Source: an optimization exercise on an open RTL-to-GDS flow (aim: small area). Production flows keep margins and buffers that such runs may drop.
Function was checked by simulation only, so behaviour that the tests miss may differ from the original.
No driver is modelled on the clock port, so clocking that relies on it looks cheaper here than on a real chip.

--- flow/flow/run.sh ---
#!/bin/bash
# Own layout flow: the standard ORFS flow (standard.sh, including its synthesis) with
#  - the smallest buffer on the data ports (every port still gets its buffer),
#  - one buf_6 as the reset input buffer (set before repair_design, so no reset buffer tree),
#  - no CTS dummy loads.
# Each make step's full log stays under orfs/logs/; make's own output goes to standard_flow.log.
set -euo pipefail
bash standard.sh \
  BUFFER_PORTS_ARGS="-buffer_cell sky130_fd_sc_hd__buf_1" \
  PRE_RESIZE_TCL="$PWD/flow/pre_resize.tcl" \
  CTS_ARGS="-sink_clustering_enable -repair_clock_nets -buf_list sky130_fd_sc_hd__clkbuf_4 -root_buf sky130_fd_sc_hd__clkbuf_8 -sink_clustering_size 10 -sink_clustering_max_diameter 30 -sink_clustering_buffer sky130_fd_sc_hd__clkbuf_4 -dont_use_dummy_load" \
  finish > standard_flow.log 2>&1
--- flow/flow/pre_resize.tcl ---
# Drive the reset net from its (strong) input buffer alone, instead of a weak
# input buffer followed by a tree of repair buffers.
set block [ord::get_db_block]
set master [[ord::get_db] findMaster sky130_fd_sc_hd__buf_6]
set net [$block findNet rst_n]
foreach iterm [$net getITerms] {
  set inst [$iterm getInst]
  if {[string match "sky130_fd_sc_hd__buf_*" [[$inst getMaster] getName]]} {
    puts "pre_resize: [$inst getName] -> sky130_fd_sc_hd__buf_6"
    $inst swapMaster $master
  }
}
--- flow/standard.sh ---
#!/bin/bash
# synth_recipe.tcl (not shown) runs the flow's synth.tcl, then flattens the netlist and writes it again
# the make line also repeats each setting of config.mk as NAME=value (left out here)
make -C /OpenROAD-flow-scripts/flow DESIGN_CONFIG=/design/flow/config.mk WORK_HOME=/design/flow/orfs CLKGATE_MAP_FILE= SYNTH_SCRIPT=/design/flow/synth_recipe.tcl "${@:-finish}"
--- flow/config.mk ---
export PLATFORM = sky130hd
export DESIGN_NAME = fir
export DESIGN_NICKNAME = fir
export VERILOG_FILES = /design/flow/design.v
export SDC_FILE = /design/flow/constraint.sdc
export NUM_CORES = 4
export LEC_CHECK = 0
export CAP_MARGIN = 0
export CORE_MARGIN = 2
export CORE_UTILIZATION = 65
export GPL_TIMING_DRIVEN = 0
export SLEW_MARGIN = 0
export SYNTH_HIERARCHICAL = 1
export SYNTH_MINIMUM_KEEP_SIZE = 0
--- flow/constraint.sdc ---
create_clock -name core_clock -period 10.0 [get_ports {clk}]
set_input_delay 2.0000 -clock core_clock [delete_from_list [all_inputs] [get_ports {clk}]]
set_output_delay 2.0000 -clock core_clock [all_outputs]
set_load 0.01 [all_outputs]
--- flow/design.v ---
module fir (
    input  wire       clk,
    input  wire       rst_n,
    input  wire [3:0] din,
    output wire [3:0] dout
);
reg [3:0] sr0;
reg [3:0] sr1;
reg [3:0] sr2;
reg [3:0] sr3;
reg [3:0] sr4;
reg [3:0] sr5;
reg [3:0] sr6;
reg [3:0] sr7;
reg [3:0] sr8;
reg [3:0] sr9;
reg [3:0] sr10;
reg [3:0] sr11;
reg [3:0] sr12;
reg [3:0] sr13;
reg [3:0] sr14;
reg [3:0] sr15;
reg [3:0] sr16;
reg [3:0] sr17;
reg [3:0] sr18;
reg [3:0] sr19;
reg [3:0] sr20;
reg [3:0] sr21;
reg [3:0] sr22;
reg [3:0] sr23;
reg [3:0] sr24;
reg [3:0] sr25;
reg [3:0] dout_r;
wire [3:0] dout_nx;
always @(posedge clk or negedge rst_n) begin
    if (!rst_n) begin
        sr0 <= 4'b1000;
        sr1 <= 4'b1000;
        sr2 <= 4'b1000;
        sr3 <= 4'b1000;
        sr4 <= 4'b1000;
        sr5 <= 4'b1000;
        sr6 <= 4'b1000;
        sr7 <= 4'b1000;
        sr8 <= 4'b1000;
        sr9 <= 4'b1000;
        sr10 <= 4'b1000;
        sr11 <= 4'b1000;
        sr12 <= 4'b1000;
        sr13 <= 4'b1000;
        sr14 <= 4'b1000;
        sr15 <= 4'b1000;
        sr16 <= 4'b1000;
        sr17 <= 4'b1000;
        sr18 <= 4'b1000;
        sr19 <= 4'b1000;
        sr20 <= 4'b1000;
        sr21 <= 4'b1000;
        sr22 <= 4'b1000;
        sr23 <= 4'b1000;
        sr24 <= 4'b1000;
        sr25 <= 4'b1000;
        dout_r <= 4'b1000;
    end else begin
        sr0 <= din;
        sr1 <= sr0;
        sr2 <= sr1;
        sr3 <= sr2;
        sr4 <= sr3;
        sr5 <= sr4;
        sr6 <= sr5;
        sr7 <= sr6;
        sr8 <= sr7;
        sr9 <= sr8;
        sr10 <= sr9;
        sr11 <= sr10;
        sr12 <= sr11;
        sr13 <= sr12;
        sr14 <= sr13;
        sr15 <= sr14;
        sr16 <= sr15;
        sr17 <= sr16;
        sr18 <= sr17;
        sr19 <= sr18;
        sr20 <= sr19;
        sr21 <= sr20;
        sr22 <= sr21;
        sr23 <= sr22;
        sr24 <= sr23;
        sr25 <= sr24;
        dout_r <= dout_nx;
    end
end
wire c10, c100, c102, c104, c106, c108, c110, c112, c114, c117, c119, c12;
wire c121, c123, c125, c127, c129, c131, c133, c135, c137, c139, c14, c141;
wire c143, c145, c148, c150, c152, c154, c156, c158, c16, c160, c162, c164;
wire c166, c168, c170, c172, c174, c176, c178, c18, c180, c183, c185, c187;
wire c189, c191, c193, c195, c197, c199, c2, c20, c201, c203, c205, c207;
wire c209, c211, c213, c216, c218, c22, c220, c222, c224, c226, c228, c230;
wire c232, c234, c236, c238, c24, c240, c242, c245, c247, c249, c251, c253;
wire c255, c257, c259, c26, c261, c263, c267, c269, c271, c273, c275, c277;
wire c279, c28, c281, c283, c287, c289, c291, c293, c297, c299, c30, c303;
wire c306, c308, c310, c312, c314, c316, c318, c32, c320, c322, c324, c326;
wire c328, c34, c36, c38, c4, c40, c42, c44, c46, c48, c50, c52;
wire c54, c56, c58, c6, c60, c62, c64, c66, c68, c70, c72, c74;
wire c76, c78, c8, c80, c83, c85, c87, c89, c91, c94, c96, c98;
wire n115, n146, n181, n214, n243, n264, n265, n284, n285, n294, n295, n300;
wire n301, n304, n81, n92, s1, s101, s103, s105, s107, s109, s11, s111;
wire s113, s116, s118, s120, s122, s124, s126, s128, s13, s130, s132, s134;
wire s136, s138, s140, s142, s144, s147, s149, s15, s151, s153, s155, s157;
wire s159, s161, s163, s165, s167, s169, s17, s171, s173, s175, s177, s179;
wire s182, s184, s186, s188, s19, s190, s192, s194, s196, s198, s200, s202;
wire s204, s206, s208, s21, s210, s212, s215, s217, s219, s221, s223, s225;
wire s227, s229, s23, s231, s233, s235, s237, s239, s241, s244, s246, s248;
wire s25, s250, s252, s254, s256, s258, s260, s262, s266, s268, s27, s270;
wire s272, s274, s276, s278, s280, s282, s286, s288, s29, s290, s292, s296;
wire s298, s3, s302, s31, s321, s323, s325, s327, s33, s35, s37, s39;
wire s41, s43, s45, s47, s49, s5, s51, s53, s55, s57, s59, s61;
wire s63, s65, s67, s69, s7, s71, s73, s75, s77, s79, s82, s84;
wire s86, s88, s9, s90, s93, s95, s97, s99;
ha us1 (.a(sr0[0]), .b(sr24[0]), .s(s1), .co(c2));
fa us3 (.a(sr0[1]), .b(sr24[1]), .c(c2), .s(s3), .co(c4));
fa us5 (.a(sr0[2]), .b(sr24[2]), .c(c4), .s(s5), .co(c6));
fa us7 (.a(sr0[3]), .b(sr24[3]), .c(c6), .s(s7), .co(c8));
ha us9 (.a(sr2[0]), .b(sr22[0]), .s(s9), .co(c10));
fa us11 (.a(sr2[1]), .b(sr22[1]), .c(c10), .s(s11), .co(c12));
fa us13 (.a(sr2[2]), .b(sr22[2]), .c(c12), .s(s13), .co(c14));
fa us15 (.a(sr2[3]), .b(sr22[3]), .c(c14), .s(s15), .co(c16));
ha us17 (.a(sr6[0]), .b(sr18[0]), .s(s17), .co(c18));
fa us19 (.a(sr6[1]), .b(sr18[1]), .c(c18), .s(s19), .co(c20));
fa us21 (.a(sr6[2]), .b(sr18[2]), .c(c20), .s(s21), .co(c22));
fa us23 (.a(sr6[3]), .b(sr18[3]), .c(c22), .s(s23), .co(c24));
ha us25 (.a(sr7[0]), .b(sr17[0]), .s(s25), .co(c26));
fa us27 (.a(sr7[1]), .b(sr17[1]), .c(c26), .s(s27), .co(c28));
fa us29 (.a(sr7[2]), .b(sr17[2]), .c(c28), .s(s29), .co(c30));
fa us31 (.a(sr7[3]), .b(sr17[3]), .c(c30), .s(s31), .co(c32));
ha us33 (.a(sr9[0]), .b(sr15[0]), .s(s33), .co(c34));
fa us35 (.a(sr9[1]), .b(sr15[1]), .c(c34), .s(s35), .co(c36));
fa us37 (.a(sr9[2]), .b(sr15[2]), .c(c36), .s(s37), .co(c38));
fa us39 (.a(sr9[3]), .b(sr15[3]), .c(c38), .s(s39), .co(c40));
ha us41 (.a(sr10[0]), .b(sr14[0]), .s(s41), .co(c42));
fa us43 (.a(sr10[1]), .b(sr14[1]), .c(c42), .s(s43), .co(c44));
fa us45 (.a(sr10[2]), .b(sr14[2]), .c(c44), .s(s45), .co(c46));
fa us47 (.a(sr10[3]), .b(sr14[3]), .c(c46), .s(s47), .co(c48));
ha us49 (.a(sr11[0]), .b(sr13[0]), .s(s49), .co(c50));
fa us51 (.a(sr11[1]), .b(sr13[1]), .c(c50), .s(s51), .co(c52));
fa us53 (.a(sr11[2]), .b(sr13[2]), .c(c52), .s(s53), .co(c54));
fa us55 (.a(sr11[3]), .b(sr13[3]), .c(c54), .s(s55), .co(c56));
ha us57 (.a(sr8[0]), .b(sr16[0]), .s(s57), .co(c58));
fa us59 (.a(sr8[1]), .b(sr16[1]), .c(c58), .s(s59), .co(c60));
fa us61 (.a(sr8[2]), .b(sr16[2]), .c(c60), .s(s61), .co(c62));
fa us63 (.a(sr8[3]), .b(sr16[3]), .c(c62), .s(s63), .co(c64));
ha us65 (.a(sr12[0]), .b(s57), .s(s65), .co(c66));
fa us67 (.a(sr12[1]), .b(c66), .c(s59), .s(s67), .co(c68));
fa us69 (.a(sr12[2]), .b(s61), .c(c68), .s(s69), .co(c70));
fa us71 (.a(sr12[3]), .b(s63), .c(c70), .s(s71), .co(c72));
ha us73 (.a(c64), .b(c72), .s(s73), .co(c74));
fa us75 (.a(sr25[0]), .b(s17), .c(s49), .s(s75), .co(c76));
fa us77 (.a(s57), .b(s75), .c(din[0]), .s(s77), .co(c78));
fa us79 (.a(sr3[0]), .b(sr21[0]), .c(s33), .s(s79), .co(c80));
assign n81 = ~s79;
fa us82 (.a(sr25[1]), .b(s9), .c(s19), .s(s82), .co(c83));
fa us84 (.a(s51), .b(s59), .c(c76), .s(s84), .co(c85));
fa us86 (.a(s82), .b(s84), .c(din[1]), .s(s86), .co(c87));
fa us88 (.a(sr3[1]), .b(sr21[1]), .c(s25), .s(s88), .co(c89));
fa us90 (.a(s35), .b(c80), .c(s88), .s(s90), .co(c91));
assign n92 = ~s90;
fa us93 (.a(n92), .b(c78), .c(s86), .s(s93), .co(c94));
fa us95 (.a(sr25[2]), .b(sr5[0]), .c(sr19[0]), .s(s95), .co(c96));
fa us97 (.a(s9), .b(s95), .c(s11), .s(s97), .co(c98));
fa us99 (.a(s21), .b(s53), .c(s61), .s(s99), .co(c100));
fa us101 (.a(c83), .b(c85), .c(s97), .s(s101), .co(c102));
fa us103 (.a(s99), .b(din[2]), .c(s101), .s(s103), .co(c104));
fa us105 (.a(c87), .b(s103), .c(c94), .s(s105), .co(c106));
fa us107 (.a(sr3[2]), .b(sr21[2]), .c(s1), .s(s107), .co(c108));
fa us109 (.a(s41), .b(s65), .c(s27), .s(s109), .co(c110));
fa us111 (.a(c89), .b(s107), .c(s37), .s(s111), .co(c112));
fa us113 (.a(s109), .b(c91), .c(s111), .s(s113), .co(c114));
assign n115 = ~s113;
fa us116 (.a(sr25[3]), .b(sr5[1]), .c(sr19[1]), .s(s116), .co(c117));
fa us118 (.a(s17), .b(s33), .c(c96), .s(s118), .co(c119));
fa us120 (.a(s116), .b(s11), .c(s118), .s(s120), .co(c121));
fa us122 (.a(s13), .b(c98), .c(s120), .s(s122), .co(c123));
fa us124 (.a(s23), .b(s55), .c(s63), .s(s124), .co(c125));
fa us126 (.a(c100), .b(c102), .c(din[3]), .s(s126), .co(c127));
fa us128 (.a(s122), .b(s124), .c(c104), .s(s128), .co(c129));
fa us130 (.a(s126), .b(s128), .c(c106), .s(s130), .co(c131));
fa us132 (.a(sr3[3]), .b(sr21[3]), .c(sr4[0]), .s(s132), .co(c133));
fa us134 (.a(sr20[0]), .b(s25), .c(s132), .s(s134), .co(c135));
fa us136 (.a(s65), .b(s3), .c(s43), .s(s136), .co(c137));
fa us138 (.a(c108), .b(s134), .c(s29), .s(s138), .co(c139));
fa us140 (.a(c110), .b(s67), .c(s136), .s(s140), .co(c141));
fa us142 (.a(s39), .b(c112), .c(s138), .s(s142), .co(c143));
fa us144 (.a(s140), .b(c114), .c(s142), .s(s144), .co(c145));
assign n146 = ~s144;
fa us147 (.a(sr5[2]), .b(sr19[2]), .c(s33), .s(s147), .co(c148));
fa us149 (.a(s41), .b(c117), .c(s19), .s(s149), .co(c150));
fa us151 (.a(s35), .b(s147), .c(c119), .s(s151), .co(c152));
fa us153 (.a(s13), .b(s149), .c(c121), .s(s153), .co(c154));
fa us155 (.a(s151), .b(c24), .c(c56), .s(s155), .co(c156));
fa us157 (.a(c64), .b(s15), .c(c123), .s(s157), .co(c158));
fa us159 (.a(s153), .b(c125), .c(s155), .s(s159), .co(c160));
fa us161 (.a(c127), .b(s157), .c(s159), .s(s161), .co(c162));
fa us163 (.a(c129), .b(s161), .c(c131), .s(s163), .co(c164));
fa us165 (.a(sr4[1]), .b(sr20[1]), .c(s49), .s(s165), .co(c166));
fa us167 (.a(c133), .b(s27), .c(s165), .s(s167), .co(c168));
fa us169 (.a(c135), .b(s5), .c(s45), .s(s169), .co(c170));
fa us171 (.a(c137), .b(s67), .c(s167), .s(s171), .co(c172));
fa us173 (.a(c40), .b(s31), .c(c139), .s(s173), .co(c174));
fa us175 (.a(s69), .b(c141), .c(s169), .s(s175), .co(c176));
fa us177 (.a(s171), .b(c143), .c(s173), .s(s177), .co(c178));
fa us179 (.a(s175), .b(c145), .c(s177), .s(s179), .co(c180));
assign n181 = ~s179;
fa us182 (.a(sr5[3]), .b(sr19[3]), .c(s35), .s(s182), .co(c183));
fa us184 (.a(s43), .b(c148), .c(s21), .s(s184), .co(c185));
fa us186 (.a(s37), .b(c150), .c(s182), .s(s186), .co(c187));
fa us188 (.a(c152), .b(c16), .c(s15), .s(s188), .co(c189));
fa us190 (.a(s184), .b(s186), .c(c154), .s(s190), .co(c191));
fa us192 (.a(c156), .b(s188), .c(c158), .s(s192), .co(c193));
fa us194 (.a(s190), .b(c160), .c(s192), .s(s194), .co(c195));
fa us196 (.a(c162), .b(s194), .c(c164), .s(s196), .co(c197));
fa us198 (.a(sr4[2]), .b(sr20[2]), .c(s51), .s(s198), .co(c199));
fa us200 (.a(c166), .b(s29), .c(s198), .s(s200), .co(c201));
fa us202 (.a(c168), .b(c32), .c(s7), .s(s202), .co(c203));
fa us204 (.a(s47), .b(c170), .c(s69), .s(s204), .co(c205));
fa us206 (.a(s200), .b(c172), .c(c174), .s(s206), .co(c207));
fa us208 (.a(s71), .b(c176), .c(s202), .s(s208), .co(c209));
fa us210 (.a(s204), .b(c178), .c(s206), .s(s210), .co(c211));
fa us212 (.a(s208), .b(c180), .c(s210), .s(s212), .co(c213));
assign n214 = ~s212;
fa us215 (.a(s37), .b(s45), .c(c183), .s(s215), .co(c216));
fa us217 (.a(c16), .b(s23), .c(s39), .s(s217), .co(c218));
fa us219 (.a(c185), .b(c187), .c(s215), .s(s219), .co(c220));
fa us221 (.a(c189), .b(s217), .c(s219), .s(s221), .co(c222));
fa us223 (.a(c191), .b(s221), .c(c193), .s(s223), .co(c224));
fa us225 (.a(c195), .b(s223), .c(c197), .s(s225), .co(c226));
fa us227 (.a(sr4[3]), .b(sr20[3]), .c(s49), .s(s227), .co(c228));
fa us229 (.a(s227), .b(s53), .c(c199), .s(s229), .co(c230));
fa us231 (.a(c8), .b(c48), .c(s31), .s(s231), .co(c232));
fa us233 (.a(c201), .b(s229), .c(c203), .s(s233), .co(c234));
fa us235 (.a(s71), .b(c205), .c(s231), .s(s235), .co(c236));
fa us237 (.a(s73), .b(c207), .c(c209), .s(s237), .co(c238));
fa us239 (.a(s233), .b(s235), .c(c211), .s(s239), .co(c240));
fa us241 (.a(s237), .b(c213), .c(s239), .s(s241), .co(c242));
assign n243 = ~s241;
fa us244 (.a(c24), .b(c40), .c(s39), .s(s244), .co(c245));
fa us246 (.a(s47), .b(c216), .c(c218), .s(s246), .co(c247));
fa us248 (.a(c220), .b(s244), .c(s246), .s(s248), .co(c249));
fa us250 (.a(c222), .b(s248), .c(c224), .s(s250), .co(c251));
fa us252 (.a(sr12[0]), .b(s51), .c(c228), .s(s252), .co(c253));
fa us254 (.a(s252), .b(c32), .c(s55), .s(s254), .co(c255));
fa us256 (.a(c230), .b(c232), .c(s254), .s(s256), .co(c257));
fa us258 (.a(c74), .b(s73), .c(c234), .s(s258), .co(c259));
fa us260 (.a(c236), .b(s256), .c(c238), .s(s260), .co(c261));
fa us262 (.a(s258), .b(c240), .c(s260), .s(s262), .co(c263));
assign n264 = ~c242;
assign n265 = ~s262;
fa us266 (.a(s250), .b(n264), .c(n265), .s(s266), .co(c267));
assign s268 = ~(s266 ^ c226);
assign c269 = s266 | c226;
fa us270 (.a(c40), .b(c48), .c(c245), .s(s270), .co(c271));
fa us272 (.a(c247), .b(s270), .c(c249), .s(s272), .co(c273));
fa us274 (.a(s272), .b(c251), .c(c267), .s(s274), .co(c275));
fa us276 (.a(sr12[1]), .b(s53), .c(c253), .s(s276), .co(c277));
fa us278 (.a(c56), .b(s276), .c(c255), .s(s278), .co(c279));
fa us280 (.a(c74), .b(c257), .c(s278), .s(s280), .co(c281));
fa us282 (.a(c259), .b(s280), .c(c261), .s(s282), .co(c283));
assign n284 = ~c263;
assign n285 = ~s282;
fa us286 (.a(n284), .b(n285), .c(s274), .s(s286), .co(c287));
fa us288 (.a(c271), .b(c273), .c(c275), .s(s288), .co(c289));
fa us290 (.a(sr12[2]), .b(s55), .c(c277), .s(s290), .co(c291));
fa us292 (.a(s290), .b(c279), .c(c281), .s(s292), .co(c293));
assign n294 = ~c283;
assign n295 = ~s292;
fa us296 (.a(n295), .b(n294), .c(c287), .s(s296), .co(c297));
fa us298 (.a(sr12[3]), .b(c56), .c(c291), .s(s298), .co(c299));
assign n300 = ~c293;
assign n301 = ~s298;
fa us302 (.a(n301), .b(n300), .c(c289), .s(s302), .co(c303));
assign n304 = ~c299;
assign c306 = n81 & s77;
assign c308 = c306 & s93;
assign c310 = (n115 & c308) | (n115 & s105) | (c308 & s105);
assign c312 = (n146 & s130) | (n146 & c310) | (s130 & c310);
assign c314 = (n181 & s163) | (n181 & c312) | (s163 & c312);
assign c316 = (n214 & s196) | (n214 & c314) | (s196 & c314);
assign c318 = (n243 & s225) | (n243 & c316) | (s225 & c316);
assign c320 = s268 & c318;
fa us321 (.a(c269), .b(s286), .c(c320), .s(s321), .co(c322));
fa us323 (.a(s288), .b(s296), .c(c322), .s(s323), .co(c324));
fa us325 (.a(c297), .b(s302), .c(c324), .s(s325), .co(c326));
fa us327 (.a(n304), .b(c303), .c(c326), .s(s327), .co(c328));
wire [4:0] q = {~c328, ~s327, ~s325, ~s323, ~s321};
assign dout_nx = {q[4], ({3{q[4]}} & {3{q[3]}}) | ({3{q[4]}} & q[2:0]) | ({3{q[3]}} & q[2:0])};
assign dout = dout_r;
endmodule
module fa (input wire a, input wire b, input wire c, output wire s, output wire co);
assign s = a ^ b ^ c;
assign co = (a & b) | (a & c) | (b & c);
endmodule
module ha (input wire a, input wire b, output wire s, output wire co);
assign s = a ^ b;
assign co = a & b;
endmodule
==> results.yml, run 1 <==
route:
  route.detailed.drc: 0
  vias: 2318
  drtIter0Drc: 94
  wirelength_um: 9812
  antenna_left: 0
  routed_via_density: 5.519
  wl_per_cell_um: 23.36
  drtPass1Iterations: 4
yosys:
  avgSynthCellArea_um2: 19.72
  ys_seq_area_frac: 0.4720
  synthDistinctLibCells: 15
  synth-edff-count: 0
  synth.area.top_cells: "fa_1 47%, dfrtp_1 35%, dfstp_2 12%"
  synth_top_area_cell: "fa_1"
  ys.flop_type: "dfrtp_1"
  yosysWarnings: 7
  synthArstFlopShare: 1.000
  synth-seq-cells: 108
  ys_top_cells_by_count: "137 x fa_1, 81 x dfrtp_1, 27 x dfstp_2"
  syn-cell-area_mm2: 0.005797
  synth_most_common_cell: "fa_1"
  synth_top_cell_area_share: 0.4731
  synth_cells: 294
  postSynthNetCount: 448
clock_network:
  cts_tree: "yes"
  cts.reportedPaths.clkPinSlew_ns: 0.10
  numCtsBuffers: 9
  cts.sinks: 108
  postCtsSetupBuffers: 0
  clock-root-buffer: "clkbuf_8"
  ctsResizeCount: 0
  postCtsHoldBufs: 0
  htreeDepth: 3
  clk-insertion-delay-late_ns: 0.35
  clockBufferDepth: 2
sta:
  finalCriticalPeriod_ns: 7.908
  finalSetupTns_ns: 0
  clock_skew_ns: 0.03176
  rsz0062_at_grt: "no"
  relSlewSlack: 0.3876
  drv_slew: 0
  hold_viol: 0
  max_clock_freq_mhz: 126.5
  final-setup-viol-count: 0
  post-route-period-util: 0.7908
  tightest_slew_ns: 0.9186
grt:
  grtUsageTotal: 0.2413
  antenna_found_initial: 0
  grt_pass1_vias: 2902
  grt_max_degree: 109
  grt_overflow: 0
  grt_pass1_wl_um: 16370
die:
  rows: 34
  fp.dieW_um: 98.44
  ios: 10
  die_h_um: 98.44
  die_area_mm2: 0.009689
  start_util: 0.6680
  core_area_mm2: 0.008678
critical_path:
  cpPeakStageDelay_ns: 0.60
  endpoint: "dout_r[1]"
  ff2ff_path_depth: 20
  cp-start-kind: "register"
  rrSetupSlack_ns: 2.09
  cp_cell_sequence: "ha_1 > fa_1 > fa_1 > fa_1 > fa_1 > fa_1 > fa_1 > fa_1 > fa_1 > inv_1 > fa_1 > fa_1 > fa_1 > fa_1 > fa_1 > fa_1 > fa_1 > nand2_1 > nand2_1 > o21ai_0"
  rr_startpoint: "sr8[0]"
  end_kind: "register"
  cp-startpoint: "sr8[0]"
  critPathMostFrequentCell: "fa_1"
  cp_slowest_cell: "fa_1"
  worstPathArrival_ns: 8.12
  worstReg2RegEnd: "dout_r[1]"
  required_ns: 10.21
  timing_worst_setup_path_type: "register to register"
  path_max_fanout: 6
cells_and_area:
  drive_gt1_frac: 0.1250
  syn_to_final_growth_pct: 5.180
  n_antenna_cell: 0
  layout.nets: 468
  fillers: 574
run:
  drv_cap: 0
place:
  port_buffers: 9
  gp_congestion: 0.8802
  dp_hpwl_um: 8211
min_path:
  min_path_type: "register to register"
run_status:
  status: "timing/DRC/antenna clean"
cell type report:
cell class,instances,area [um2],share of cell area
multi-input combinational,165,2982,0.4890
clock buffer,9,123.9,0.02032
tap,108,135.1,0.02216
inverter,21,78.83,0.01293
timing repair buffer,9,41.29,0.006772
sequential,108,2736,0.4488
layer usage:
| metal | up-vias | global-route usage | part of all wire |
|---|---|---|---|
| li1 | 936 | - | - |
| met1 | 1332 | 0.3601 | 0.42 |
| met2 | 39 | 0.3815 | 0.52 |
| met3 | 11 | 0.05248 | 0.045 |
| met4 | 0 | 0.06006 | 0.016 |
| met5 | - | 0 | 0 |
critical path: cells and delay by family (launching register included):
kind,cells,cell delay (ns)
adder cells (fa/ha/maj),16,7.11
flip-flops,1,0.40
AND/OR/NAND/NOR,2,0.13
AO/OA/AOI/OAI,1,0.07
buffers and inverters,1,0.05
Yosys stat by module, one instance, submodules excluded:
module  flip-flops and latches  cell area (um2)
fir                        108             2929
fa                           0            20.02
ha                           0            12.51
worst min-delay path by stage:
stage | end | slack (ns) | cells after the start | from
final | sr20[3] | 0.35 | 0 | sr19[3]
after global routing | sr20[3] | 0.35 | 0 | sr19[3]
after CTS | sr20[3] | 0.35 | 0 | sr19[3]
after detailed placement | sr2[2] | 0.34 | 0 | sr1[2]
after global placement | sr24[2] | 0.33 | 0 | sr23[2]
after floorplan | sr24[0] | 0.33 | 0 | sr23[0]
cell usage in the layout (no fill, tap or decap), types with 2 or more instances in the layout:
cell	count
a22oi_1	2
buf_1	8
clkbuf_8	9
dfrtp_1	81
dfstp_2	27
fa_1	137
ha_1	11
inv_1	20
nand2_1	6
o21ai_0	3
logic make-up (layout without fill, tap and decap cells):
kind of cell / after synthesis / after routing / synth area share
simple gates: 7 / 7 / 0.004747
fa+ha+maj: 148 / 148 / 0.4969
compound gates: 10 / 10 / 0.01273
flops: 108 / 108 / 0.4720
buf+inv: 21 / 39 / 0.01360
stage by stage:
| step | instance area [um2] | util | std cells | setup slack (ns) | hold WS (ns) |
|---|---|---|---|---|---|
| floorplan | 5797 | - | 294 | 2.506 | 0.3312 |
| CTS | 6097 | 0.7026 | 420 | 2.028 | 0.3532 |
| global route | 6097 | 0.7026 | 420 | 1.754 | 0.3494 |
| finish | 6097 | 0.7026 | 420 | 2.092 | 0.3517 |
| detailed placement | 5973 | 0.6883 | 411 | 2.052 | 0.3355 |
| global placement | 5966 | 0.6874 | 411 | 2.111 | 0.3329 |
==> inputs of run 2 (changes only) <==
--- a/flow/flow/run.sh
+++ b/flow/flow/run.sh
@@ -9,4 +9,4 @@
   BUFFER_PORTS_ARGS="-buffer_cell sky130_fd_sc_hd__buf_1" \
   PRE_RESIZE_TCL="$PWD/flow/pre_resize.tcl" \
-  CTS_ARGS="-sink_clustering_enable -repair_clock_nets -buf_list sky130_fd_sc_hd__clkbuf_4 -root_buf sky130_fd_sc_hd__clkbuf_8 -sink_clustering_size 10 -sink_clustering_max_diameter 30 -sink_clustering_buffer sky130_fd_sc_hd__clkbuf_4 -dont_use_dummy_load" \
+  CTS_ARGS="-sink_clustering_enable -repair_clock_nets -buf_list sky130_fd_sc_hd__clkbuf_8 -dont_use_dummy_load" \
   finish > standard_flow.log 2>&1
==> run 2 against run 1 <==
Effect of this change:
- sequential share of layout area stayed put
- final area is the same
- maximum frequency unchanged
- highest routed layer unchanged
==> results.yml, run 2 <==
cells_and_area:
  syn_to_final_growth_pct: 5.180
  n_antenna_cell: 0
  drive_gt1_frac: 0.1250
  final_common_cell: "fa_1"
  post-route-util: 0.7026
  mostFrequentLayoutCells: "137 x fa_1, 81 x dfrtp_1, 27 x dfstp_2"
  layout.nets: 468
sta:
  finalSetupTns_ns: 0
  tightest_slew_ns: 0.9186
  final-setup-viol-count: 0
  clock_skew_ns: 0.03176
  finalCriticalPeriod_ns: 7.908
  max_clock_freq_mhz: 126.5
  post-route-period-util: 0.7908
  relSlewSlack: 0.3876
  rsz0062_at_grt: "no"
  drv_slew: 0
  hold_viol: 0
critical_path:
  critPathMostFrequentCell: "fa_1"
  critPathTopFamily: "adder cells"
  path_max_fanout: 6
  cpPeakStageDelay_ns: 0.60
  timing_worst_setup_path_type: "register to register"
  worstPathArrival_ns: 8.12
  cp_slowest_cell: "fa_1"
  required_ns: 10.21
  worst-path-buf-inv: 1
  cp-start-kind: "register"
  end_kind: "register"
  cp_cell_sequence: "ha_1 > fa_1 > fa_1 > fa_1 > fa_1 > fa_1 > fa_1 > fa_1 > fa_1 > inv_1 > fa_1 > fa_1 > fa_1 > fa_1 > fa_1 > fa_1 > fa_1 > nand2_1 > nand2_1 > o21ai_0"
clock_network:
  ctsResizeCount: 0
  clock-root-buffer: "clkbuf_8"
  postCtsHoldBufs: 0
  clockBufferDepth: 2
  numCtsBuffers: 9
  htreeDepth: 3
  cts.sinks: 108
  cts.reportedPaths.clkPinSlew_ns: 0.10
  cts_tree: "yes"
  postCtsSetupBuffers: 0
  clk-insertion-delay-late_ns: 0.35
route:
  route.detailed.drc: 0
  wl_per_cell_um: 23.36
  drtPass1Iterations: 4
  vias: 2318
  drtIter0Drc: 94
  antenna_left: 0
  routed_via_density: 5.519
  wirelength_um: 9812
yosys:
  synth_cells: 294
  synth_top_area_cell: "fa_1"
  ys_top_cells_by_count: "137 x fa_1, 81 x dfrtp_1, 27 x dfstp_2"
  ys.flop_type: "dfrtp_1"
  synthDistinctLibCells: 15
  synth_top_cell_area_share: 0.4731
  postSynthNetCount: 448
  synthArstFlopShare: 1.000
  synth-edff-count: 0
  ys_seq_area_frac: 0.4720
  syn-cell-area_mm2: 0.005797
  yosysWarnings: 7
  avgSynthCellArea_um2: 19.72
  synth_most_common_cell: "fa_1"
  synth-seq-cells: 108
  synth.area.top_cells: "fa_1 47%, dfrtp_1 35%, dfstp_2 12%"
grt:
  grt_overflow: 0
  grtUsageMet3: 0.05248
  antenna_found_initial: 0
  grt_max_degree: 109
  grt_pass1_wl_um: 16370
  use_met2: 0.3815
  globalRouteMet1Util: 0.3601
  grt_pass1_vias: 2902
  grtUsageTotal: 0.2413
  grt-busiest-layer: "met2"
die:
  start_util: 0.6680
  die_area_mm2: 0.009689
  core_area_mm2: 0.008678
  rows: 34
  ios: 10
  fp.dieW_um: 98.44
  die_h_um: 98.44
place:
  dp_hpwl_um: 8211
  port_buffers: 9
  gp_congestion: 0.8802
run_status:
  status: "timing/DRC/antenna clean"
min_path:
  min_path_type: "register to register"
run:
  drv_cap: 0
run 2: Yosys stat by module, one instance, submodules excluded:
module	area (um2)	times used	flops+latches
fir	2929	1	108
ha	12.51	10	0
fa	20.02	137	0
run 2: kinds of logic after synthesis:
family / after synthesis / synth area share
simple gates: 7 / 0.004747
buf+inv: 21 / 0.01360
fa+ha+maj: 148 / 0.4969
flops: 108 / 0.4720
compound gates: 10 / 0.01273
run 2: worst register-to-register path: stages (launching register included):
cell and delay [ns]:
dfrtp_1 0.40, ha_1 0.22, fa_1 0.60, fa_1 0.52
fa_1 0.47, fa_1 0.43, fa_1 0.42, fa_1 0.39
fa_1 0.46, fa_1 0.50, inv_1 0.05, fa_1 0.37
fa_1 0.52, fa_1 0.44, fa_1 0.41, fa_1 0.39
fa_1 0.39, fa_1 0.59, nand2_1 0.07, nand2_1 0.06
o21ai_0 0.07
run 2: path summary, 6_finish.rpt:
check,startpoint,endpoint,slack (ns),depth (start not counted)
worst max-delay path,sr8[0],dout_r[1],2.09,20
worst min-delay path,sr19[3],sr20[3],0.35,0
worst max register to register,sr8[0],dout_r[1],2.09,20
worst min register to register,sr19[3],sr20[3],0.35,0
max in group asynchronous,rst_n,dout_r[1],7.61,1
min in group asynchronous,rst_n,sr2[2],1.77,1
run 2: stage by stage:
| step | cell area (um2) | setup WS, ns | std cells | hold WS (ns) |
|---|---|---|---|---|
| after floorplan | 5797 | 2.506 | 294 | 0.3312 |
| after CTS | 6097 | 2.028 | 420 | 0.3532 |
| after detailed placement | 5973 | 2.052 | 411 | 0.3355 |
| after global routing | 6097 | 1.754 | 420 | 0.3494 |
| after global placement | 5966 | 2.111 | 411 | 0.3329 |
| final | 6097 | 2.092 | 420 | 0.3517 |
run 2: final cells by class:
class | instances | area, um2
Clock buffer | 9 | 123.9
Sequential cell | 108 | 2736
Tap cell | 108 | 135.1
Timing Repair Buffer | 9 | 41.29
Multi-Input combinational cell | 165 | 2982
Inverter | 21 | 78.83
Fill cell | 574 | 2581
run 2: routing by layer:
| layer | routed length (um) | up-vias |
|---|---|---|
| met1 | 4129 | 1332 |
| met4 | 155 | 0 |
| met3 | 441 | 11 |
| li1 | - | 936 |
| met2 | 5086 | 39 |
| met5 | 0 | - |
==> inputs of run 3 (changes only) <==
--- a/flow/flow/run.sh
+++ b/flow/flow/run.sh
@@ -9,4 +9,4 @@
   BUFFER_PORTS_ARGS="-buffer_cell sky130_fd_sc_hd__buf_1" \
   PRE_RESIZE_TCL="$PWD/flow/pre_resize.tcl" \
-  CTS_ARGS="-sink_clustering_enable -repair_clock_nets -buf_list sky130_fd_sc_hd__clkbuf_8 -dont_use_dummy_load" \
+  CTS_ARGS="-sink_clustering_enable -repair_clock_nets -buf_list sky130_fd_sc_hd__clkbuf_8 -sink_clustering_levels 1 -sink_clustering_size 20 -sink_clustering_buffer sky130_fd_sc_hd__clkbuf_8 -dont_use_dummy_load" \
   finish > standard_flow.log 2>&1
==> run 3 against run 2 <==
Effect of this change:
- via count unchanged
- clock skew unchanged
- final area unchanged
- synthesized cell count unchanged
- count of clock-buffer cells in the layout unchanged
- synthesized area unchanged
- sequential share of layout area unchanged
- final cell count unchanged
- die area unchanged
- register-to-register slack about the same
- flip-flop and latch count unchanged
- critical endpoint unchanged
- largest cell class unchanged
- highest routed layer unchanged
==> results.yml, run 3 <==
sta:
  finalWorstSetupSlack_ns: 2.092
  finalSetupTns_ns: 0
  whs_ns: 0.3517
  finalCriticalPeriod_ns: 7.908
  tightest_slew_ns: 0.9186
  relSlewSlack: 0.3876
  hold_viol: 0
  clock_skew_ns: 0.03176
  final-setup-viol-count: 0
  post-route-period-util: 0.7908
  max_clock_freq_mhz: 126.5
  rsz0062_at_grt: "no"
  drv_slew: 0
min_path:
  worstHoldPathCells: 0
  min_path_type: "register to register"
  hp-start: "sr19[3]"
  min_to: "sr20[3]"
route:
  routed_via_density: 5.519
  drtIter0Drc: 94
  vias: 2318
  wl_per_cell_um: 23.36
  antenna_left: 0
  wirelength_um: 9812
  drtPass1Iterations: 4
  route.detailed.drc: 0
run_status:
  status: "timing/DRC/antenna clean"
clock_network:
  postCtsSetupBuffers: 0
  cts_tree: "yes"
  clk-insertion-delay-late_ns: 0.35
  numCtsBuffers: 9
  postCtsHoldBufs: 0
  cts.reportedPaths.clkPinSlew_ns: 0.10
  cts.sinks: 108
  clockBufferDepth: 2
  clock-root-buffer: "clkbuf_8"
  ctsResizeCount: 0
  htreeDepth: 3
critical_path:
  rr_startpoint: "sr8[0]"
  critPathMostFrequentCell: "fa_1"
  cp-start-kind: "register"
  path_max_fanout: 6
  worstPathArrival_ns: 8.12
  timing_worst_setup_path_type: "register to register"
  ff2ff_path_depth: 20
  rrSetupSlack_ns: 2.09
  cp_slowest_cell: "fa_1"
  worstReg2RegEnd: "dout_r[1]"
  cp-startpoint: "sr8[0]"
  required_ns: 10.21
  cp_cell_sequence: "ha_1 > fa_1 > fa_1 > fa_1 > fa_1 > fa_1 > fa_1 > fa_1 > fa_1 > inv_1 > fa_1 > fa_1 > fa_1 > fa_1 > fa_1 > fa_1 > fa_1 > nand2_1 > nand2_1 > o21ai_0"
  end_kind: "register"
  cpPeakStageDelay_ns: 0.60
yosys:
  synthDistinctLibCells: 15
  synth_cells: 294
  synth.area.top_cells: "fa_1 47%, dfrtp_1 35%, dfstp_2 12%"
  synth_top_cell_area_share: 0.4731
  postSynthNetCount: 448
  synth-seq-cells: 108
  synthArstFlopShare: 1.000
  synth-edff-count: 0
  ys_seq_area_frac: 0.4720
  avgSynthCellArea_um2: 19.72
  yosysWarnings: 7
  synth_most_common_cell: "fa_1"
  syn-cell-area_mm2: 0.005797
  ys_top_cells_by_count: "137 x fa_1, 81 x dfrtp_1, 27 x dfstp_2"
  synth_top_area_cell: "fa_1"
  ys.flop_type: "dfrtp_1"
cells_and_area:
  design_area_mm2: 0.006097
  fillers: 574
  mostFrequentLayoutCells: "137 x fa_1, 81 x dfrtp_1, 27 x dfstp_2"
  syn_to_final_growth_pct: 5.180
  post-route-util: 0.7026
  n_antenna_cell: 0
  finalNonFillerCells: 420
  layout.nets: 468
  final_common_cell: "fa_1"
  drive_gt1_frac: 0.1250
  regArea_mm2: 0.002736
  multi_input_area_mm2: 0.002982
die:
  fp.dieW_um: 98.44
  start_util: 0.6680
  die_h_um: 98.44
  ios: 10
  die_area_mm2: 0.009689
  rows: 34
  core_area_mm2: 0.008678
place:
  dp_hpwl_um: 8211
  gp_congestion: 0.8802
  dp_slack_ns: 2.052
  port_buffers: 9
  dp_cells: 411
  dpl_cell_area_mm2: 0.005973
run:
  drv_cap: 0
grt:
  grt_overflow: 0
  grt_pass1_vias: 2902
  antenna_found_initial: 0
  grtUsageTotal: 0.2413
  grt_pass1_wl_um: 16370
  grt_max_degree: 109
[run 3: layer usage]
layer  vias to the layer above  global-route usage  part of all wire
met1                      1332              0.3601              0.42
met3                        11             0.05248             0.045
met2                        39              0.3815              0.52
li1                        936                   -                 -
met4                         0             0.06006             0.016
met5                         -                   0                 0
[run 3: modules after synthesis (local to each module, per instance)]
module / cells / area (um2) / flops+latches / times used
fir: 147 / 2929 / 108 / 1
fa: 1 / 20.02 / 0 / 137
ha: 1 / 12.51 / 0 / 10
[run 3: worst max-delay path, delay by kind of cell, from the launching register on]
kind,cells,cell delay (ns)
adder cells (fa/ha/maj),16,7.11
flip-flops,1,0.40
AND/OR/NAND/NOR,2,0.13
AO/OA/AOI/OAI,1,0.07
buffers and inverters,1,0.05
[run 3: cells by family (layout without fill, tap and decap cells)]
group                      after synthesis  count (layout)  share of synthesized area
DFF                                    108             108                     0.4720
AOI/OAI and AO/OA                       10              10                    0.01273
buffers and inverters                   21              39                    0.01360
adders and majority gates              148             148                     0.4969
and+or+nand+nor                          7               7                   0.004747
[run 3: worst max-delay path by stage]
| stage | endpoint | slack (ns) | cells after the start |
|---|---|---|---|
| final | dout_r[1] | 2.09 | 20 |
| after global routing | dout_r[1] | 1.75 | 20 |
| after CTS | dout_r[1] | 2.03 | 20 |
| after detailed placement | dout_r[1] | 2.05 | 20 |
| after global placement | dout_r[0] | 2.11 | 20 |
| after floorplan | dout_r[0] | 2.51 | 20 |
[run 3: final cells by class]
| class | count | share of cell area |
|---|---|---|
| flip-flops and latches | 108 | 0.4488 |
| well taps | 108 | 0.02216 |
| repair buffers | 9 | 0.006772 |
| inverters | 21 | 0.01293 |
| clock buffers | 9 | 0.02032 |
| multi-input cells | 165 | 0.4890 |
==> inputs of run 4 (changes only) <==
==> flow/run.sh (new file) <==
#!/bin/bash
# synth_recipe.tcl (not shown) runs the flow's synth.tcl, then flattens the netlist and writes it again
# the make line also repeats each setting of config.mk as NAME=value (left out here)
make -C /OpenROAD-flow-scripts/flow DESIGN_CONFIG=/design/flow/config.mk WORK_HOME=/design/flow/orfs CLKGATE_MAP_FILE= SYNTH_SCRIPT=/design/flow/synth_recipe.tcl finish
--- a/flow/config.mk
+++ b/flow/config.mk
@@ -9,4 +9,5 @@
 export CORE_MARGIN = 2
 export CORE_UTILIZATION = 65
+export CTS_BUF_LIST = sky130_fd_sc_hd__clkbuf_8
 export GPL_TIMING_DRIVEN = 0
 export SLEW_MARGIN = 0
removed: flow/flow/run.sh
removed: flow/flow/pre_resize.tcl
removed: flow/standard.sh
==> run 4 against run 3 <==
Effect of this change:
- critical path depth unchanged
- first-iteration DRC count decreased by 20%
- synthesized cell count unchanged
- wire length increased by 4.6%
- die area unchanged
==> results.yml, run 4 <==
critical_path:
  ff2ff_path_depth: 20
  worst-path-buf-inv: 1
  cp_cell_sequence: "ha_1 > fa_1 > fa_1 > fa_1 > fa_1 > fa_1 > fa_1 > fa_1 > fa_1 > inv_1 > fa_1 > fa_1 > fa_1 > fa_1 > fa_1 > fa_1 > fa_1 > nand2_1 > nand2_1 > o21ai_0"
  required_ns: 10.26
  end_kind: "register"
  critPathMostFrequentCell: "fa_1"
  critPathTopFamily: "adder cells"
  cp-start-kind: "register"
  cpPeakStageDelay_ns: 0.60
  path_max_fanout: 6
  cp_slowest_cell: "fa_1"
  timing_worst_setup_path_type: "register to register"
  worstPathArrival_ns: 8.22
  cp.depth: 20
die:
  ios: 10
  start_util: 0.6680
  rows: 34
  core_area_mm2: 0.008678
  die_area_mm2: 0.009689
  fp.dieW_um: 98.44
  die_h_um: 98.44
clock_network:
  cts_tree: "yes"
  cts.reportedPaths.clkPinSlew_ns: 0.12
  ctsResizeCount: 0
  numCtsBuffers: 9
  clk-insertion-delay-late_ns: 0.38
  clock-root-buffer: "clkbuf_8"
  htreeDepth: 3
  postCtsSetupBuffers: 0
  clockBufferDepth: 2
  cts.sinks: 108
  postCtsHoldBufs: 0
yosys:
  synthArstFlopShare: 1.000
  ys_top_cells_by_count: "137 x fa_1, 81 x dfrtp_1, 27 x dfstp_2"
  synth-edff-count: 0
  syn-cell-area_mm2: 0.005797
  ys_seq_area_frac: 0.4720
  synth_cells: 294
  avgSynthCellArea_um2: 19.72
  synth.area.top_cells: "fa_1 47%, dfrtp_1 35%, dfstp_2 12%"
  synth-seq-cells: 108
  synthDistinctLibCells: 15
  synth_top_cell_area_share: 0.4731
  synth_most_common_cell: "fa_1"
  postSynthNetCount: 448
  ys.flop_type: "dfrtp_1"
  yosysWarnings: 7
  synth_top_area_cell: "fa_1"
run:
  drv_cap: 0
sta:
  drv_slew: 0
  clock_skew_ns: 0.01327
  max_clock_freq_mhz: 125.7
  finalSetupTns_ns: 0
  finalCriticalPeriod_ns: 7.956
  relSlewSlack: 0.5355
  hold_viol: 0
  post-route-period-util: 0.7956
  rsz0062_at_grt: "no"
  whs_ns: 0.3590
  final-setup-viol-count: 0
  tightest_slew_ns: 0.6967
grt:
  grt_pass1_vias: 3021
  grt_max_degree: 56
  antenna_found_initial: 0
  grt_overflow: 0
  grtUsageTotal: 0.2493
  grt_pass1_wl_um: 16820
place:
  port_buffers: 9
  dp_hpwl_um: 8665
  dp_cells: 412
  gp_congestion: 0.8824
min_path:
  worstHoldPathCells: 0
  min_path_type: "register to register"
cells_and_area:
  finalNonFillerCells: 428
  final_common_cell: "fa_1"
  mostFrequentLayoutCells: "137 x fa_1, 81 x dfrtp_1, 27 x dfstp_2"
  drive_gt1_frac: 0.1469
  syn_to_final_growth_pct: 8.073
  n_antenna_cell: 0
  layout.nets: 469
  post-route-util: 0.7219
route:
  vias: 2345
  antenna_left: 0
  wirelength_um: 10270
  drtIter0Drc: 75
  drtPass1Iterations: 4
  route.detailed.drc: 0
  routed_via_density: 5.479
  wl_per_cell_um: 23.99
run_status:
  status: "timing/DRC/antenna clean"
run 4: per-module statistics from Yosys, one instance, submodules excluded:
module  cells  cell area [um2]
ha          1            12.51
fa          1            20.02
fir       147             2929
run 4: path summary, 6_finish.rpt:
check / startpoint / endpoint / slack [ns]
worst max register to register: sr8[0] / dout_r[2] / 2.04
min in group asynchronous: rst_n / dout_r[1] / 1.66
worst max-delay path: sr8[0] / dout_r[2] / 2.04
worst min register to register: sr23[0] / sr24[0] / 0.36
max in group asynchronous: rst_n / sr4[3] / 7.59
worst min-delay path: sr23[0] / sr24[0] / 0.36
run 4: worst register-to-register path, cell delays in order (launching register included):
cell and delay (ns):
dfrtp_1 0.41, ha_1 0.22, fa_1 0.60, fa_1 0.53, fa_1 0.47, fa_1 0.43, fa_1 0.41, fa_1 0.39
fa_1 0.46, fa_1 0.51, inv_1 0.05, fa_1 0.37, fa_1 0.52, fa_1 0.44, fa_1 0.41, fa_1 0.39
fa_1 0.39, fa_1 0.59, nand2_1 0.08, nand2_1 0.07, o21ai_0 0.08
run 4: area by class of cell:
type / count / area, um2
Multi-Input combinational cell: 165 / 2982
Sequential cell: 108 / 2736
Fill cell: 548 / 2414
Tap cell: 108 / 135.1
Clock buffer: 9 / 123.9
Timing Repair Buffer: 10 / 115.1
Clock inverter: 7 / 93.84
Inverter: 21 / 78.83
run 4: kinds of logic (layout without fill, tap and decap cells):
| group | after synthesis | after routing | share of synthesized area |
|---|---|---|---|
| AO/OA/AOI/OAI | 10 | 10 | 0.01273 |
| adder cells (fa/ha/maj) | 148 | 148 | 0.4969 |
| buffers and inverters | 21 | 47 | 0.01360 |
| flip-flops | 108 | 108 | 0.4720 |
| AND/OR/NAND/NOR | 7 | 7 | 0.004747 |
run 4: layer usage:
| metal | global-route usage | part of all wire |
|---|---|---|
| met5 | 0 | 0 |
| met4 | 0.06955 | 0.020 |
| met3 | 0.06738 | 0.040 |
| met2 | 0.3951 | 0.52 |
| met1 | 0.3570 | 0.42 |
run 4: metrics by stage:
| stage | setup slack [ns] | cell area [um2] |
|---|---|---|
| 2_1_floorplan | 2.506 | 5797 |
| 3_3_place_gp | 2.000 | 6022 |
| 3_5_place_dp | 1.914 | 6047 |
| 4_1_cts | 1.989 | 6265 |
| 5_1_grt | 1.741 | 6265 |
| 6_report | 2.044 | 6265 |
==> inputs of run 5 (changes only) <==
==> flow/flow/run.sh (new file) <==
#!/bin/bash
# Own layout flow: the standard ORFS flow (standard.sh, including its synthesis) with
#  - the smallest buffer on the data ports (every port still gets its buffer),
#  - one buf_6 as the reset input buffer (set before repair_design, so no reset buffer tree),
#  - a small hand-built clock tree (pre_cts.tcl) and no CTS dummy loads.
# Each make step's full log stays under orfs/logs/; make's own output goes to standard_flow.log.
set -euo pipefail
bash standard.sh \
  BUFFER_PORTS_ARGS="-buffer_cell sky130_fd_sc_hd__buf_1" \
  PRE_RESIZE_TCL="$PWD/flow/pre_resize.tcl" \
  PRE_CTS_TCL="$PWD/flow/pre_cts.tcl" \
  CTS_ARGS="-sink_clustering_enable -repair_clock_nets -buf_list sky130_fd_sc_hd__clkbuf_16 -dont_use_dummy_load" \
  finish > standard_flow.log 2>&1
==> flow/flow/pre_cts.tcl (new file) <==
# Manual clock tree: split the flip-flops into NC groups by position (k-means) and
# drive each group from one clkbuf_16 at the group's centre, fed straight from the
# clock port (NC <= 4 pins on the port). CTS then runs on what is left.
set NC 3
set block [ord::get_db_block]
set pts {}
foreach pin [get_pins -of_objects [get_nets clk]] {
  if {[get_property $pin direction] ne "input"} { continue }
  set inst [$block findInst [get_full_name [get_property $pin instance]]]
  set bb [$inst getBBox]
  lappend pts [list [expr {([$bb xMin] + [$bb xMax]) / 2.0}] [expr {([$bb yMin] + [$bb yMax]) / 2.0}] $pin]
}
puts "manual_cts: [llength $pts] clock sinks"
# k-means, seeded along x
set xs [lsort -real [lmap p $pts {lindex $p 0}]]
set ys [lmap p $pts {lindex $p 1}]
set ymid [expr {([tcl::mathfunc::min {*}$ys] + [tcl::mathfunc::max {*}$ys]) / 2.0}]
set cen {}
for {set i 0} {$i < $NC} {incr i} {
  lappend cen [list [lindex $xs [expr {int(($i + 0.5) * [llength $xs] / $NC)}]] $ymid]
}
for {set it 0} {$it < 50} {incr it} {
  set grp {}
  for {set i 0} {$i < $NC} {incr i} { lappend grp {} }
  foreach p $pts {
    set best 0; set bd 1e30
    for {set i 0} {$i < $NC} {incr i} {
      set c [lindex $cen $i]
      set d [expr {abs([lindex $p 0] - [lindex $c 0]) + abs([lindex $p 1] - [lindex $c 1])}]
      if {$d < $bd} { set bd $d; set best $i }
    }
    lset grp $best [concat [lindex $grp $best] [list $p]]
  }
  set cen {}
  foreach g $grp {
    set sx 0; set sy 0
    foreach p $g { set sx [expr {$sx + [lindex $p 0]}]; set sy [expr {$sy + [lindex $p 1]}] }
    set n [expr {max(1, [llength $g])}]
    lappend cen [list [expr {$sx / $n}] [expr {$sy / $n}]]
  }
}
set dbu [$block getDbUnitsPerMicron]
for {set i 0} {$i < $NC} {incr i} {
  set g [lindex $grp $i]
  set c [lindex $cen $i]
  set pins [lmap p $g {lindex $p 2}]
  puts "manual_cts: group $i: [llength $pins] sinks at [expr {[lindex $c 0] / $dbu}] [expr {[lindex $c 1] / $dbu}]"
  insert_buffer -buffer_cell sky130_fd_sc_hd__clkbuf_16 -net clk -load_pins $pins \
    -location [list [expr {[lindex $c 0] / $dbu}] [expr {[lindex $c 1] / $dbu}]] \
    -buffer_name manual_clkbuf_$i -net_name manual_clknet_$i
}
==> flow/flow/pre_resize.tcl (new file) <==
# Drive the reset net from its (strong) input buffer alone, instead of a weak
# input buffer followed by a tree of repair buffers.
set block [ord::get_db_block]
set master [[ord::get_db] findMaster sky130_fd_sc_hd__buf_6]
set net [$block findNet rst_n]
foreach iterm [$net getITerms] {
  set inst [$iterm getInst]
  if {[string match "sky130_fd_sc_hd__buf_*" [[$inst getMaster] getName]]} {
    puts "pre_resize: [$inst getName] -> sky130_fd_sc_hd__buf_6"
    $inst swapMaster $master
  }
}
==> flow/standard.sh (new file) <==
#!/bin/bash
# synth_recipe.tcl (not shown) runs the flow's synth.tcl, then flattens the netlist and writes it again
# the make line also repeats each setting of config.mk as NAME=value (left out here)
make -C /OpenROAD-flow-scripts/flow DESIGN_CONFIG=/design/flow/config.mk WORK_HOME=/design/flow/orfs CLKGATE_MAP_FILE= SYNTH_SCRIPT=/design/flow/synth_recipe.tcl "${@:-finish}"
--- a/flow/config.mk
+++ b/flow/config.mk
@@ -9,5 +9,4 @@
 export CORE_MARGIN = 2
 export CORE_UTILIZATION = 65
-export CTS_BUF_LIST = sky130_fd_sc_hd__clkbuf_8
 export GPL_TIMING_DRIVEN = 0
 export SLEW_MARGIN = 0
removed: flow/run.sh
==> run 5 against run 4 <==
Effect of this change:
- the flow now stops in 4_1_cts
- synthesized cell count did not move
- synthesized area did not move
==> results.yml, run 5 <==
run_status:
  status: "aborted with a tool error"
  lastStage: "4_1_cts"
  firstError: "Error: cts.tcl, 6 pin objects do not have a instance property."
yosys:
  ys_top_cells_by_count: "137 x fa_1, 81 x dfrtp_1, 27 x dfstp_2"
  synth_cells: 294
  synth_top_cell_area_share: 0.4731
  synth-edff-count: 0
  ys_seq_area_frac: 0.4720
  postSynthNetCount: 448
  yosysWarnings: 7
  synth_most_common_cell: "fa_1"
  synth_top_area_cell: "fa_1"
  synthDistinctLibCells: 15
  syn-cell-area_mm2: 0.005797
  synth-seq-cells: 108
  synthArstFlopShare: 1.000
  ys.flop_type: "dfrtp_1"
  avgSynthCellArea_um2: 19.72
  synth.area.top_cells: "fa_1 47%, dfrtp_1 35%, dfstp_2 12%"
place:
  dpl_cell_area_mm2: 0.005973
  gp_congestion: 0.8802
  dp_hpwl_um: 8211
  dp_slack_ns: 2.052
  port_buffers: 9
die:
  rows: 34
  die_h_um: 98.44
  fp.dieW_um: 98.44
  ios: 10
  start_util: 0.6680
run 5: cells by family after synthesis:
group | after synthesis | share of synthesized area
AO/OA/AOI/OAI | 10 | 0.01273
adder cells (fa/ha/maj) | 148 | 0.4969
AND/OR/NAND/NOR | 7 | 0.004747
buffers and inverters | 21 | 0.01360
flip-flops | 108 | 0.4720
run 5: Yosys stat by module (local to each module, per instance):
module,times used,cells inside
fir,1,147
ha,10,1
fa,137,1
run 5: how the worst min path moves through the flow:
stage / start / to / cells after the start
floorplan: sr23[0] / sr24[0] / 0
global placement: sr23[2] / sr24[2] / 0
detailed placement: sr1[2] / sr2[2] / 0
run 5: metrics by stage:
stage | util | cells | hold WS [ns]
after global placement | 0.6874 | 411 | 0.3329
after floorplan | - | 294 | 0.3312
after detailed placement | 0.6883 | 411 | 0.3355
==> inputs of run 6 (changes only) <==
--- a/flow/flow/pre_cts.tcl
+++ b/flow/flow/pre_cts.tcl
@@ -7,5 +7,6 @@
 foreach pin [get_pins -of_objects [get_nets clk]] {
   if {[get_property $pin direction] ne "input"} { continue }
-  set inst [$block findInst [get_full_name [get_property $pin instance]]]
+  set pn [get_full_name $pin]
+  set inst [$block findInst [string range $pn 0 [expr {[string last "/" $pn] - 1}]]]
   set bb [$inst getBBox]
   lappend pts [list [expr {([$bb xMin] + [$bb xMax]) / 2.0}] [expr {([$bb yMin] + [$bb yMax]) / 2.0}] $pin]
==> run 6 against run 5 <==
Effect of this change:
- the run again fails in 4_1_cts
- synthesized area is the same
- synthesized cell count is the same
==> results.yml, run 6 <==
place:
  dp_slack_ns: 2.052
  dp_hpwl_um: 8211
  gp_congestion: 0.8802
  dp_cells: 411
  dpl_cell_area_mm2: 0.005973
  port_buffers: 9
yosys:
  synth_cells: 294
  yosysWarnings: 7
  ys_seq_area_frac: 0.4720
  ys_top_cells_by_count: "137 x fa_1, 81 x dfrtp_1, 27 x dfstp_2"
  synth-seq-cells: 108
  synthDistinctLibCells: 15
  synthArstFlopShare: 1.000
  synth_top_area_cell: "fa_1"
  ys.flop_type: "dfrtp_1"
  syn-cell-area_mm2: 0.005797
  avgSynthCellArea_um2: 19.72
  postSynthNetCount: 448
  synth_top_cell_area_share: 0.4731
  synth_most_common_cell: "fa_1"
  synth.area.top_cells: "fa_1 47%, dfrtp_1 35%, dfstp_2 12%"
  synth-edff-count: 0
die:
  die_h_um: 98.44
  rows: 34
  ios: 10
  fp.dieW_um: 98.44
  start_util: 0.6680
run_status:
  lastStage: "4_1_cts"
  firstError: "Error: cts.tcl, 6 invalid command name \"NULL\""
  status: "aborted with a tool error"
[run 6: cell counts after synthesis]
No cell type changed its count.
[run 6: Yosys stat by module (local to each module, per instance)]
module  copies in the design  flip-flops and latches
fa                       137                       0
fir                        1                     108
ha                        10                       0
[run 6: how the worst max path moves through the flow]
| stage | startpoint | endpoint |
|---|---|---|
| after floorplan | sr8[0] | dout_r[0] |
| after global placement | sr8[0] | dout_r[0] |
| after detailed placement | sr8[0] | dout_r[1] |
[run 6: metrics by stage]
stage / hold slack, ns
after global placement: 0.3329
after detailed placement: 0.3355
after floorplan: 0.3312
[run 6: logic make-up after synthesis]
logic type                 synth area share
and+or+nand+nor                    0.004747
DFF                                  0.4720
buffers and inverters               0.01360
AOI/OAI and AO/OA                   0.01273
adders and majority gates            0.4969
==> inputs of run 7 (changes only) <==
--- a/flow/flow/pre_cts.tcl
+++ b/flow/flow/pre_cts.tcl
@@ -2,11 +2,10 @@
 # drive each group from one clkbuf_16 at the group's centre, fed straight from the
 # clock port (NC <= 4 pins on the port). CTS then runs on what is left.
-set NC 3
+set NC 4
 set block [ord::get_db_block]
 set pts {}
 foreach pin [get_pins -of_objects [get_nets clk]] {
   if {[get_property $pin direction] ne "input"} { continue }
-  set pn [get_full_name $pin]
-  set inst [$block findInst [string range $pn 0 [expr {[string last "/" $pn] - 1}]]]
+  set inst [[sta::sta_to_db_pin $pin] getInst]
   set bb [$inst getBBox]
   lappend pts [list [expr {([$bb xMin] + [$bb xMax]) / 2.0}] [expr {([$bb yMin] + [$bb yMax]) / 2.0}] $pin]
==> run 7 against run 6 <==
Effect of this change:
- the run now finishes clean
- synthesized area did not move
- synthesized cell count stayed put
==> results.yml, run 7 <==
clock_network:
  postCtsHoldBufs: 0
  ctsResizeCount: 0
  clk-insertion-delay-late_ns: 0.16
  cts.reportedPaths.clkPinSlew_ns: 0.10
  postCtsSetupBuffers: 0
cells_and_area:
  final_common_cell: "fa_1"
  fillers: 576
  syn_to_final_growth_pct: 4.770
  n_antenna_cell: 0
  layout.nets: 463
  design_area_mm2: 0.006073
  mostFrequentLayoutCells: "137 x fa_1, 81 x dfrtp_1, 27 x dfstp_2"
  drive_gt1_frac: 0.1107
min_path:
  worstHoldPathCells: 0
  min_to: "sr24[2]"
  min_path_type: "register to register"
  hp-start: "sr23[2]"
sta:
  finalSetupTns_ns: 0
  relSlewSlack: 0.3759
  tightest_slew_ns: 0.9362
  whs_ns: 0.3567
  drv_slew: 0
  rsz0062_at_grt: "no"
  clock_skew_ns: 0.02480
  finalCriticalPeriod_ns: 7.905
  post-route-period-util: 0.7905
  final-setup-viol-count: 0
  hold_viol: 0
  max_clock_freq_mhz: 126.5
yosys:
  synth_top_family_by_area: "adder cells"
  synthXorXnorAreaFrac: 0
  synth_top_area_cell: "fa_1"
  synthDistinctLibCells: 15
  syn-cell-area_mm2: 0.005797
  synth_top_cell_area_share: 0.4731
  ys_seq_area_frac: 0.4720
  synth_most_common_cell: "fa_1"
  synth_cells: 294
  synth-edff-count: 0
  synthArstFlopShare: 1.000
  avgSynthCellArea_um2: 19.72
  ys.flop_type: "dfrtp_1"
  ys_top_cells_by_count: "137 x fa_1, 81 x dfrtp_1, 27 x dfstp_2"
  synth-compound-area-share: 0.01273
  yosysWarnings: 7
  synth-simple-area-share: 0.004749
  postSynthNetCount: 448
  muxShareOfSynthArea: 0
  yosys.area_share.adder: 0.4969
  synth.area.top_cells: "fa_1 47%, dfrtp_1 35%, dfstp_2 12%"
  synth-seq-cells: 108
die:
  start_util: 0.6680
  fp.dieW_um: 98.44
  ios: 10
  core_area_mm2: 0.008678
  rows: 34
  die_area_mm2: 0.009689
  die_h_um: 98.44
place:
  dp_hpwl_um: 8211
  gp_congestion: 0.8802
  dpl_cell_area_mm2: 0.005973
  port_buffers: 9
grt:
  antenna_found_initial: 0
  grt_pass1_wl_um: 16180
  grt_overflow: 0
  grt_max_degree: 109
  grt_pass1_vias: 2882
  grtUsageTotal: 0.2288
critical_path:
  rrSetupSlack_ns: 2.10
  ff2ff_path_depth: 20
  worstReg2RegEnd: "dout_r[2]"
  end_kind: "register"
  cp-start-kind: "register"
  path_max_fanout: 6
  timing_worst_setup_path_type: "register to register"
  required_ns: 10.05
  worstPathArrival_ns: 7.96
  rr_startpoint: "sr8[0]"
route:
  wl_per_cell_um: 23.23
  routed_via_density: 5.501
  drtIter0Drc: 107
  drtPass1Iterations: 4
  vias: 2283
  wirelength_um: 9640
  antenna_left: 0
  route.detailed.drc: 0
run:
  drv_cap: 0
run_status:
  status: "timing/DRC/antenna clean"
==> run 7: cell counts after synthesis <==
No cell type changed its count.
==> run 7: how the worst max path moves through the flow <==
stage	from	endpoint	depth (start not counted)
detailed placement	sr8[0]	dout_r[1]	20
CTS	sr8[0]	dout_r[1]	20
floorplan	sr8[0]	dout_r[0]	20
finish	sr8[0]	dout_r[2]	20
global placement	sr8[0]	dout_r[0]	20
global route	sr8[0]	dout_r[0]	20
==> run 7: layer usage <==
layer  vias up  track usage  routed length (um)
li1        928            -                   -
met1      1306       0.3510                4044
met2        34       0.3684                4899
met3        15      0.03688                 448
met4         0      0.04426                 247
met5         -            0                   0
==> run 7: logic make-up after synthesis <==
family,Yosys count
AND/OR/NAND/NOR,7
AO/OA/AOI/OAI,10
buffers and inverters,21
adder cells (fa/ha/maj),148
flip-flops,108
==> run 7: cell type report, without the clock buffers <==
type,count,area [um2],area share
Tap cell,108,135.1,0.02225
Timing Repair Buffer,9,41.29,0.006799
Multi-Input combinational cell,165,2982,0.4909
Sequential cell,108,2736,0.4506
Inverter,21,78.83,0.01298
==> run 7: modules after synthesis (local to each module, per instance) <==
module	copies in the design	cells
ha	10	1
fir	1	147
fa	137	1
==> run 7: critical path: stages, from the launching register on <==
cell and delay [ns]:
dfrtp_1 0.41, ha_1 0.22, fa_1 0.60, fa_1 0.52, fa_1 0.47, fa_1 0.43
fa_1 0.42, fa_1 0.39, fa_1 0.45, fa_1 0.50, inv_1 0.05, fa_1 0.37
fa_1 0.52, fa_1 0.44, fa_1 0.41, fa_1 0.39, fa_1 0.39, fa_1 0.60
nand2_1 0.08, nand2_1 0.07, o21ai_0 0.07
==> run 7: stage by stage <==
| step | cells | util | setup slack, ns |
|---|---|---|---|
| 4_1_cts | 415 | 0.6998 | 2.055 |
| 3_5_place_dp | 411 | 0.6883 | 2.052 |
| 6_report | 415 | 0.6998 | 2.095 |
| 2_1_floorplan | 294 | - | 2.506 |
| 3_3_place_gp | 411 | 0.6874 | 2.111 |
| 5_1_grt | 415 | 0.6998 | 1.760 |

-- afterwards: timing with drivers on the ports --
No port has a modelled driver above. Below, the same layouts with a new extraction and two added sets of constraints.
Step 1, drivers: a clkbuf_16 drives clk and a buf_2 each remaining input, both assumed.
Step 2, shift: input delay + t, output delay - t, t = (earliest + latest rising clock arrival at the registers) / 2. This alone moves slack from input paths to output paths.
Three values: no drivers, after step 1, after step 2; two values: the first two.
run | t (ns) | setup WS [ns] | worst setup path after step 2
run 1 | 0.371 | 2.092 / 2.092 / 2.092 | register to register
run 2 | 0.371 | 2.092 / 2.092 / 2.092 | register to register
run 3 | 0.371 | 2.092 / 2.092 / 2.092 | register to register
run 4 | 0.409 | 2.044 / 2.044 / 1.965 | input to register
run 7 | 0.233 | 2.095 / 2.095 / 2.095 | register to register
After both steps every run listed still meets setup and hold. For run 4, which loses most, drivers alone change the setup slack by 0.000 ns; drivers and shift together by -0.079 ns.
